From an optimization exercise on the open Yosys and OpenROAD flow, aimed at small area, a short achievable clock period and few clock cycles per item; shortcuts taken in it are not production practice. Only simulation tests tie the RTL to the original design; equivalence was not proved. Power is estimated from default activity; no workload was simulated.

## el2_exu_div_ctl
module el2_exu_div_ctl
  (
   input logic           clk,                        
   input logic           rst_l,                      
   input logic           dp_valid,                   
   input logic           dp_unsign,                  
   input logic           dp_rem,                     
   input logic  [31:0]   dividend,                   
   input logic  [31:0]   divisor,                    
   input logic           cancel,                     
   output logic          finish_dly,                 
   output logic [31:0]   out                         
  );
   logic        sv_ff;                  
   logic        it_ff;                  
   logic        fin_ff;                 
   logic [3:0]  cnt_ff;                 
   logic        busy, last;
   logic [31:0] r_ff;                   
   logic [31:0] q_ff;                   
   logic [32:0] b_ff;                   
   logic        rem_ff, neg_ff;         
   assign busy = sv_ff | it_ff;
   assign last = it_ff & (cnt_ff == 4'd0);
   wire  sa = ~dp_unsign & dividend[31];
   wire  sb = ~dp_unsign & divisor[31];
   wire  bz = (divisor == 32'b0);
   wire [31:0] abs_a, abs_b;
  ...
Size: ~1300 cells after synthesis, roughly 100 I/O pins, roughly 12000 sq um of cells after synthesis.
Settings: LEC_CHECK=0, CAP_MARGIN=40, CORE_MARGIN=2, CORE_UTILIZATION=40, SETUP_SLACK_MARGIN=5, SLEW_MARGIN=40, SYNTH_HIERARCHICAL=1, SYNTH_MINIMUM_KEEP_SIZE=0, TNS_END_PERCENT=5; clock period 12.0 ns.
standard.sh (not shown) runs the stock make flow with config.mk's settings and CLKGATE_MAP_FILE= SYNTH_SCRIPT=/design/flow/synth_recipe.tcl, a recipe that flattens the netlist after the stock synthesis.
==> flow/flow/run.sh <==
#!/bin/bash
# The standard layout (standard.sh), with these changes in how the layout is made:
#  - every input and output port still gets its own buffer, but a plain buf_1
#    (OpenROAD's buffer_ports -buffer_cell) instead of the default delay buffer;
#    the resizer upsizes it where timing needs;
#  - any further ORFS variables listed in flow/extra_vars (one NAME=value per line).
# make's output goes to flow.log; ORFS keeps each step's own log under orfs/logs.
set -euo pipefail
MARGIN=${MARGIN:-6.8}
PORTBUF=${PORTBUF:-sky130_fd_sc_hd__buf_1}
EXTRA="'BUFFER_PORTS_ARGS=-buffer_cell ${PORTBUF}'"
if [[ -f flow/extra_vars ]]; then
  while read -r line; do
    [[ -z "$line" || "$line" == \#* ]] && continue
    EXTRA="$EXTRA '$line'"
  done < flow/extra_vars
fi
sed -E -e "s/SETUP_SLACK_MARGIN=[^ ]+/SETUP_SLACK_MARGIN=${MARGIN}/" \
       -e "s|CLKGATE_MAP_FILE= |CLKGATE_MAP_FILE= ${EXTRA} |" \
       standard.sh > standard_mod.sh
grep -q "BUFFER_PORTS_ARGS" standard_mod.sh
bash standard_mod.sh > flow.log 2>&1
==> flow/flow/extra_vars <==
SKIP_INCREMENTAL_REPAIR=1
Testbench counts at the start, summed over its fixed seeds: cycles 18,134, items 3,200.
Then changed:
Settings changed: CORE_UTILIZATION 40 to 55, TNS_END_PERCENT 5 to unset.
After rerunning: Routed wire length barely changes; utilization is higher by 17 points; global-route usage is higher by 8.6 points; clock skew hardly moves; total power is higher by about 1.6%; area after synthesis is unchanged; synthesized cell count stays the same; cell area is lower by 0.52%.


Starting RTL as in the previous note.
==> flow/design.v (excerpt) <==
module el2_exu_div_ctl
  (
   input logic           clk,                        
   input logic           rst_l,                      
   input logic           dp_valid,                   
   input logic           dp_unsign,                  
   input logic           dp_rem,                     
   input logic  [31:0]   dividend,                   
   input logic  [31:0]   divisor,                    
   input logic           cancel,                     
   output logic          finish_dly,                 
   output logic [31:0]   out                         
  );
==> flow/config.mk <==
export PLATFORM = sky130hd
export DESIGN_NAME = el2_exu_div_ctl
export DESIGN_NICKNAME = el2_exu_div_ctl
export VERILOG_FILES = /design/flow/design.v
export SDC_FILE = /design/flow/constraint.sdc
export NUM_CORES = 8
export LEC_CHECK = 0
export CAP_MARGIN = 40
export CORE_MARGIN = 2
export CORE_UTILIZATION = 40
export SETUP_SLACK_MARGIN = 5
export SLEW_MARGIN = 40
export SYNTH_HIERARCHICAL = 1
export SYNTH_MINIMUM_KEEP_SIZE = 0
==> flow/constraint.sdc <==
create_clock -name core_clock -period 12.0 [get_ports {clk}]
set_input_delay 2.4000 -clock core_clock [delete_from_list [all_inputs] [get_ports {clk}]]
set_output_delay 2.4000 -clock core_clock [all_outputs]
set_load 0.01 [all_outputs]
==> flow/flow/extra_vars <==
SKIP_INCREMENTAL_REPAIR=1
SETUP_MOVE_SEQUENCE=unbuffer,sizeup,swap,buffer
Scripts as last shown in full above: flow/flow/run.sh
The starting point completed without violations.
Testbench counts at the start, summed over its fixed seeds: cycles 18,134, items 3,200.
Edit:
==> flow/flow/run.sh (replaced) <==
#!/bin/bash
set -euo pipefail
MARGIN=${MARGIN:-6.7}
PORTBUF=${PORTBUF:-sky130_fd_sc_hd__buf_1}
sed -E -e "s/SETUP_SLACK_MARGIN=[^ ]+/SETUP_SLACK_MARGIN=${MARGIN}/" \
       -e "s/CLKGATE_MAP_FILE= /CLKGATE_MAP_FILE= 'BUFFER_PORTS_ARGS=-buffer_cell ${PORTBUF}' /" \
       standard.sh > standard_mod.sh
grep -q "BUFFER_PORTS_ARGS" standard_mod.sh
bash standard_mod.sh > flow.log 2>&1
removed: flow/flow/extra_vars
Outcome: Via count climbs by about 2.7%. Wire length climbs by about 2.2%. Final area goes up by about 3.5%. Utilization is higher by 1.6 points. Fmax barely changes. Register-to-register slack gains 0.02 ns. Synthesized area does not change. Sequential share of layout area falls by 0.41 points. Power climbs by about 5%. Setup slack is about the same.
Edit:
--- a/flow/flow/run.sh
+++ b/flow/flow/run.sh
@@ -1,0 +2,6 @@
+# The standard layout (standard.sh), with these changes in how the layout is made:
+#  - every input and output port still gets its own buffer, but a plain buf_1
+#    (OpenROAD's buffer_ports -buffer_cell) instead of the default delay buffer;
+#    the resizer upsizes it where timing needs;
+#  - any further ORFS variables listed in flow/extra_vars (one NAME=value per line).
+# make's output goes to flow.log; ORFS keeps each step's own log under orfs/logs.
@@ -3 +9 @@
-MARGIN=${MARGIN:-6.7}
+MARGIN=${MARGIN:-6.8}
@@ -4,0 +11,7 @@
+EXTRA="'BUFFER_PORTS_ARGS=-buffer_cell ${PORTBUF}'"
+if [[ -f flow/extra_vars ]]; then
+  while read -r line; do
+    [[ -z "$line" || "$line" == \#* ]] && continue
+    EXTRA="$EXTRA '$line'"
+  done < flow/extra_vars
+fi
@@ -6 +19 @@
-       -e "s/CLKGATE_MAP_FILE= /CLKGATE_MAP_FILE= 'BUFFER_PORTS_ARGS=-buffer_cell ${PORTBUF}' /" \
+       -e "s|CLKGATE_MAP_FILE= |CLKGATE_MAP_FILE= ${EXTRA} |" \
=> Final area is about the same. Power is higher by about 0.4%. Routed wire length is lower by 0.37%.
Edit:
==> flow/flow/extra_vars (new file) <==
SKIP_INCREMENTAL_REPAIR=1
--- a/flow/config.mk
+++ b/flow/config.mk
@@ -10,0 +11 @@
+export PLACE_DENSITY = 0.45
What happened: Power fell by 3.8%; global-route usage rose by 2.1 points; die area does not change.
Edit:
==> flow/flow/extra_vars (replaced) <==
SKIP_INCREMENTAL_REPAIR=1
RECOVER_POWER=100
--- a/flow/config.mk
+++ b/flow/config.mk
@@ -11 +10,0 @@
-export PLACE_DENSITY = 0.45
Outcome: Now the flow finished but failed the layout checks on capacitance limit, slew limit; cell count falls by about 0.4%; area after synthesis is unchanged; power falls by 4.3%; clock power rises by about 5%.
Edit:
==> flow/flow/extra_vars (replaced) <==
SKIP_INCREMENTAL_REPAIR=1
=>
- This time the run ran to the end with no violations
- global-route usage stays the same
- die area stays the same
- via count hardly moves


Starting RTL as in the previous note.
export LEC_CHECK = 0
export CAP_MARGIN = 40
export CORE_MARGIN = 2
export CORE_UTILIZATION = 40
export SETUP_SLACK_MARGIN = 5
export SLEW_MARGIN = 40
export SYNTH_HIERARCHICAL = 1
export SYNTH_MINIMUM_KEEP_SIZE = 0
create_clock -name core_clock -period 12.0 [get_ports {clk}]
==> flow/flow/run.sh <==
#!/bin/bash
# The standard layout (standard.sh), with these changes in how the layout is made:
#  - every input and output port still gets its own buffer, but a plain buf_1
#    (OpenROAD's buffer_ports -buffer_cell) instead of the default delay buffer;
#    the resizer upsizes it where timing needs;
#  - any further ORFS variables listed in flow/extra_vars (one NAME=value per line).
# make's output goes to flow.log; ORFS keeps each step's own log under orfs/logs.
set -euo pipefail
MARGIN=${MARGIN:-6.8}
PORTBUF=${PORTBUF:-sky130_fd_sc_hd__buf_1}
EXTRA="'BUFFER_PORTS_ARGS=-buffer_cell ${PORTBUF}'"
if [[ -f flow/extra_vars ]]; then
  while read -r line; do
    [[ -z "$line" || "$line" == \#* ]] && continue
    EXTRA="$EXTRA '$line'"
  done < flow/extra_vars
fi
sed -E -e "s/SETUP_SLACK_MARGIN=[^ ]+/SETUP_SLACK_MARGIN=${MARGIN}/" \
       -e "s|CLKGATE_MAP_FILE= |CLKGATE_MAP_FILE= ${EXTRA} |" \
       standard.sh > standard_mod.sh
grep -q "BUFFER_PORTS_ARGS" standard_mod.sh
bash standard_mod.sh > flow.log 2>&1
==> flow/flow/extra_vars <==
SKIP_INCREMENTAL_REPAIR=1
SKIP_LAST_GASP=1
The starting point completed without violations.
Testbench counts at the start, summed over its fixed seeds: cycles 18,134, items 3,200.
Rerun with:
==> flow/flow/extra_vars (replaced) <==
SKIP_INCREMENTAL_REPAIR=1
PLACE_DENSITY = 0.7   (was unset)
What happened: The changed run finished with timing, DRC and antenna clean. Final cell count decreases slightly. Die area does not change. Core utilization decreases by 0.30 points.
Rerun with:
==> flow/flow/run.sh (replaced) <==
#!/bin/bash
set -euo pipefail
MARGIN=${MARGIN:-6.8}
PORTBUF=${PORTBUF:-sky130_fd_sc_hd__buf_1}
sed -E -e "s/SETUP_SLACK_MARGIN=[^ ]+/SETUP_SLACK_MARGIN=${MARGIN}/" \
       -e "s/CLKGATE_MAP_FILE= /CLKGATE_MAP_FILE= 'BUFFER_PORTS_ARGS=-buffer_cell ${PORTBUF}' /" \
       standard.sh > standard_mod.sh
grep -q "BUFFER_PORTS_ARGS" standard_mod.sh
bash standard_mod.sh > flow.log 2>&1
PLACE_DENSITY = unset   (was 0.7)
removed: flow/flow/extra_vars
Result: Global-route usage climbs by 0.73 points; flip-flop and latch count does not change; sequential power decreases slightly; clock skew falls by 0.0050 ns.
Rerun with:
--- a/flow/flow/run.sh
+++ b/flow/flow/run.sh
@@ -1,0 +2,6 @@
+# The standard layout (standard.sh), with these changes in how the layout is made:
+#  - every input and output port still gets its own buffer, but a plain buf_1
+#    (OpenROAD's buffer_ports -buffer_cell) instead of the default delay buffer;
+#    the resizer upsizes it where timing needs;
+#  - any further ORFS variables listed in flow/extra_vars (one NAME=value per line).
+# make's output goes to flow.log; ORFS keeps each step's own log under orfs/logs.
@@ -4,0 +11,7 @@
+EXTRA="'BUFFER_PORTS_ARGS=-buffer_cell ${PORTBUF}'"
+if [[ -f flow/extra_vars ]]; then
+  while read -r line; do
+    [[ -z "$line" || "$line" == \#* ]] && continue
+    EXTRA="$EXTRA '$line'"
+  done < flow/extra_vars
+fi
@@ -6 +19 @@
-       -e "s/CLKGATE_MAP_FILE= /CLKGATE_MAP_FILE= 'BUFFER_PORTS_ARGS=-buffer_cell ${PORTBUF}' /" \
+       -e "s|CLKGATE_MAP_FILE= |CLKGATE_MAP_FILE= ${EXTRA} |" \
==> flow/flow/extra_vars (new file) <==
SKIP_INCREMENTAL_REPAIR=1
CTS_CLUSTER_DIAMETER = 150   (was unset)
CTS_CLUSTER_SIZE = 40   (was unset)
Outcome: Via count is lower by 1.9%; first-iteration DRC count is lower by 7.2%; clock skew is about the same; die area does not change; cell area is lower by about 3.7%; global-route usage is unchanged; routed wire length is lower by about 1.8%; count of clock-buffer cells in the layout stays the same; total power is lower by 6.2%; critical path depth is higher by 8; cell count is lower by about 1.5%.


el2_exu_div_ctl again, from the RTL that the note above started with.
Design el2_exu_div_ctl, start of the top module:
module el2_exu_div_ctl
  (
   input logic           clk,                        
   input logic           rst_l,                      
   input logic           dp_valid,                   
   input logic           dp_unsign,                  
   input logic           dp_rem,                     
   input logic  [31:0]   dividend,                   
   input logic  [31:0]   divisor,                    
   input logic           cancel,                     
   output logic          finish_dly,                 
   output logic [31:0]   out                         
  );
clock: 12.0 ns
lec_check: 0
cap_margin: 40
core_margin: 2
core_utilization: 40
setup_slack_margin: 5
slew_margin: 40
synth_hierarchical: 1
synth_minimum_keep_size: 0
==> flow/flow/run.sh <==
#!/bin/bash
# The standard layout (standard.sh), with these changes in how the layout is made:
#  - every input and output port still gets its own buffer, but a plain buf_1
#    (OpenROAD's buffer_ports -buffer_cell) instead of the default delay buffer;
#    the resizer upsizes it where timing needs;
#  - any further ORFS variables listed in flow/extra_vars (one NAME=value per line).
# make's output goes to flow.log; ORFS keeps each step's own log under orfs/logs.
set -euo pipefail
MARGIN=${MARGIN:-6.8}
PORTBUF=${PORTBUF:-sky130_fd_sc_hd__buf_1}
EXTRA="'BUFFER_PORTS_ARGS=-buffer_cell ${PORTBUF}'"
if [[ -f flow/extra_vars ]]; then
  while read -r line; do
    [[ -z "$line" || "$line" == \#* ]] && continue
    EXTRA="$EXTRA '$line'"
  done < flow/extra_vars
fi
sed -E -e "s/SETUP_SLACK_MARGIN=[^ ]+/SETUP_SLACK_MARGIN=${MARGIN}/" \
       -e "s|CLKGATE_MAP_FILE= |CLKGATE_MAP_FILE= ${EXTRA} |" \
       standard.sh > standard_mod.sh
grep -q "BUFFER_PORTS_ARGS" standard_mod.sh
bash standard_mod.sh > flow.log 2>&1
==> flow/flow/extra_vars <==
SKIP_LAST_GASP=1
Testbench counts at the start, summed over its fixed seeds: cycles 18,134, items 3,200.
Then changed:
==> flow/flow/run.sh (replaced) <==
#!/bin/bash
set -euo pipefail
MARGIN=${MARGIN:-6.8}
PORTBUF=${PORTBUF:-sky130_fd_sc_hd__buf_1}
sed -E -e "s/SETUP_SLACK_MARGIN=[^ ]+/SETUP_SLACK_MARGIN=${MARGIN}/" \
       -e "s/CLKGATE_MAP_FILE= /CLKGATE_MAP_FILE= 'BUFFER_PORTS_ARGS=-buffer_cell ${PORTBUF}' /" \
       standard.sh > standard_mod.sh
grep -q "BUFFER_PORTS_ARGS" standard_mod.sh
bash standard_mod.sh > flow.log 2>&1
Settings changed: ABC_AREA from default to 1.
removed: flow/flow/extra_vars
The new run ran to the end with no violations.
Wire length grows by about 15%.
Area after synthesis grows by 12%.
Power shrinks by about 13%.
Fmax grows by about 1.5%.
Then changed:
==> flow/flow/run.sh (replaced) <==
#!/bin/bash
# The standard layout (standard.sh), with these changes in how the layout is made:
#  - every input and output port still gets its own buffer, but a plain buf_1
#    (OpenROAD's buffer_ports -buffer_cell) instead of the default delay buffer;
#    the resizer upsizes it where timing needs;
#  - any further ORFS variables listed in flow/extra_vars (one NAME=value per line).
# make's output goes to flow.log; ORFS keeps each step's own log under orfs/logs.
set -euo pipefail
MARGIN=${MARGIN:-6.8}
PORTBUF=${PORTBUF:-sky130_fd_sc_hd__buf_1}
EXTRA="'BUFFER_PORTS_ARGS=-buffer_cell ${PORTBUF}'"
if [[ -f flow/extra_vars ]]; then
  while read -r line; do
    [[ -z "$line" || "$line" == \#* ]] && continue
    EXTRA="$EXTRA '$line'"
  done < flow/extra_vars
fi
sed -E -e "s/SETUP_SLACK_MARGIN=[^ ]+/SETUP_SLACK_MARGIN=${MARGIN}/" \
       -e "s|CLKGATE_MAP_FILE= |CLKGATE_MAP_FILE= ${EXTRA} |" \
       standard.sh > standard_mod.sh
grep -q "BUFFER_PORTS_ARGS" standard_mod.sh
bash standard_mod.sh > flow.log 2>&1
==> flow/flow/extra_vars (new file) <==
SKIP_INCREMENTAL_REPAIR=1
SKIP_GATE_CLONING=1
Settings changed: ABC_AREA 1 to default.
Combinational power came out higher by a few percent.
Die area came out lower by roughly a tenth.
Hold slack gets better by 0.011 ns.
Non-clock buffer count came out higher by 3.
Total power came out higher by a little under a tenth.
Cell count came out lower by well over a third.
Then changed:
==> flow/flow/extra_vars (replaced) <==
SKIP_INCREMENTAL_REPAIR=1
SKIP_CTS_REPAIR_TIMING=1
What happened: Wire length went down by 1.2%. Clock power is about the same. Sequential power is lower by about 1%. Worst setup slack loses 1.4 ns.
Then changed:
==> flow/flow/extra_vars (replaced) <==
SKIP_INCREMENTAL_REPAIR=1
Settings changed: CTS_BUF_LIST from default to sky130_fd_sc_hd__clkbuf_8.
Sequential share of layout area rises by 0.32 points.
Combinational power rises by about 4%.
Power rises by 1.2%.
Setup slack improved by 1.5 ns.
Via count rises by 0.72%.
Final area rises by 1.8%.

==> what the ideal ports hide <==
In the flow no input, the clock included, has a driving cell. The finished layouts below were timed again as built, in two steps. Step 1 sets driving cells, clkbuf_16 on the clock port and buf_2 on the other inputs (assumed; they add their load-dependent delay and slew). Step 2 adds t to the input delays and takes it off the output delays; t is the mean of the earliest and latest rising clock arrival at the registers after step 1. Input paths then give back, and output paths get back, about the clock's delay inside the block. Three values: no drivers, after step 1, after step 2; two values: the first two.
run | shift t [ns] | slack for setup (ns) | worst register clock-pin slew, ns | worst data-port slew with drivers (ns)
the first run of note 1 | 0.419 | 6.656 / 6.640 / 6.656 | 0.08 / 0.08 | 0.05
the second run of note 1 | 0.412 | 6.735 / 6.735 / 6.735 | 0.08 / 0.08 | 0.06
the first run of note 2 | 0.419 | 6.729 / 6.698 / 6.729 | 0.08 / 0.08 | 0.05
the second run of note 2 | 0.417 | 6.728 / 6.678 / 6.754 | 0.08 / 0.08 | 0.05
the third run of note 2 | 0.418 | 6.761 / 6.712 / 6.777 | 0.08 / 0.08 | 0.05
the fourth run of note 2 | 0.414 | 6.746 / 6.722 / 6.746 | 0.08 / 0.08 | 0.05
the fifth run of note 2 | 0.419 | 4.787 / 4.787 / 4.787 | 0.08 / 0.08 | 0.05
the sixth run of note 2 | 0.418 | 6.774 / 6.740 / 6.770 | 0.08 / 0.08 | 0.05
the first run of note 3 | 0.418 | 6.774 / 6.740 / 6.770 | 0.08 / 0.08 | 0.05
the second run of note 3 | 0.410 | 6.727 / 6.727 / 6.727 | 0.09 / 0.09 | 0.05
the third run of note 3 | 0.418 | 6.761 / 6.712 / 6.777 | 0.08 / 0.08 | 0.05
the fourth run of note 3 | 0.418 | 6.774 / 6.740 / 6.770 | 0.08 / 0.08 | 0.05
the first run of note 4 | 0.418 | 6.761 / 6.712 / 6.777 | 0.08 / 0.08 | 0.05
the second run of note 4 | 0.426 | 6.838 / 6.817 / 6.817 | 0.09 / 0.09 | 0.04
the third run of note 4 | 0.417 | 6.749 / 6.721 / 6.749 | 0.08 / 0.08 | 0.05
the fourth run of note 4 | 0.421 | 5.305 / 5.305 / 5.305 | 0.08 / 0.08 | 0.05
the fifth run of note 4 | 0.452 | 6.768 / 6.726 / 6.769 | 0.13 / 0.13 | 0.05
For the second run of note 4, which loses most, drivers alone change the setup slack by -0.021 ns; drivers and shift together by -0.021 ns.
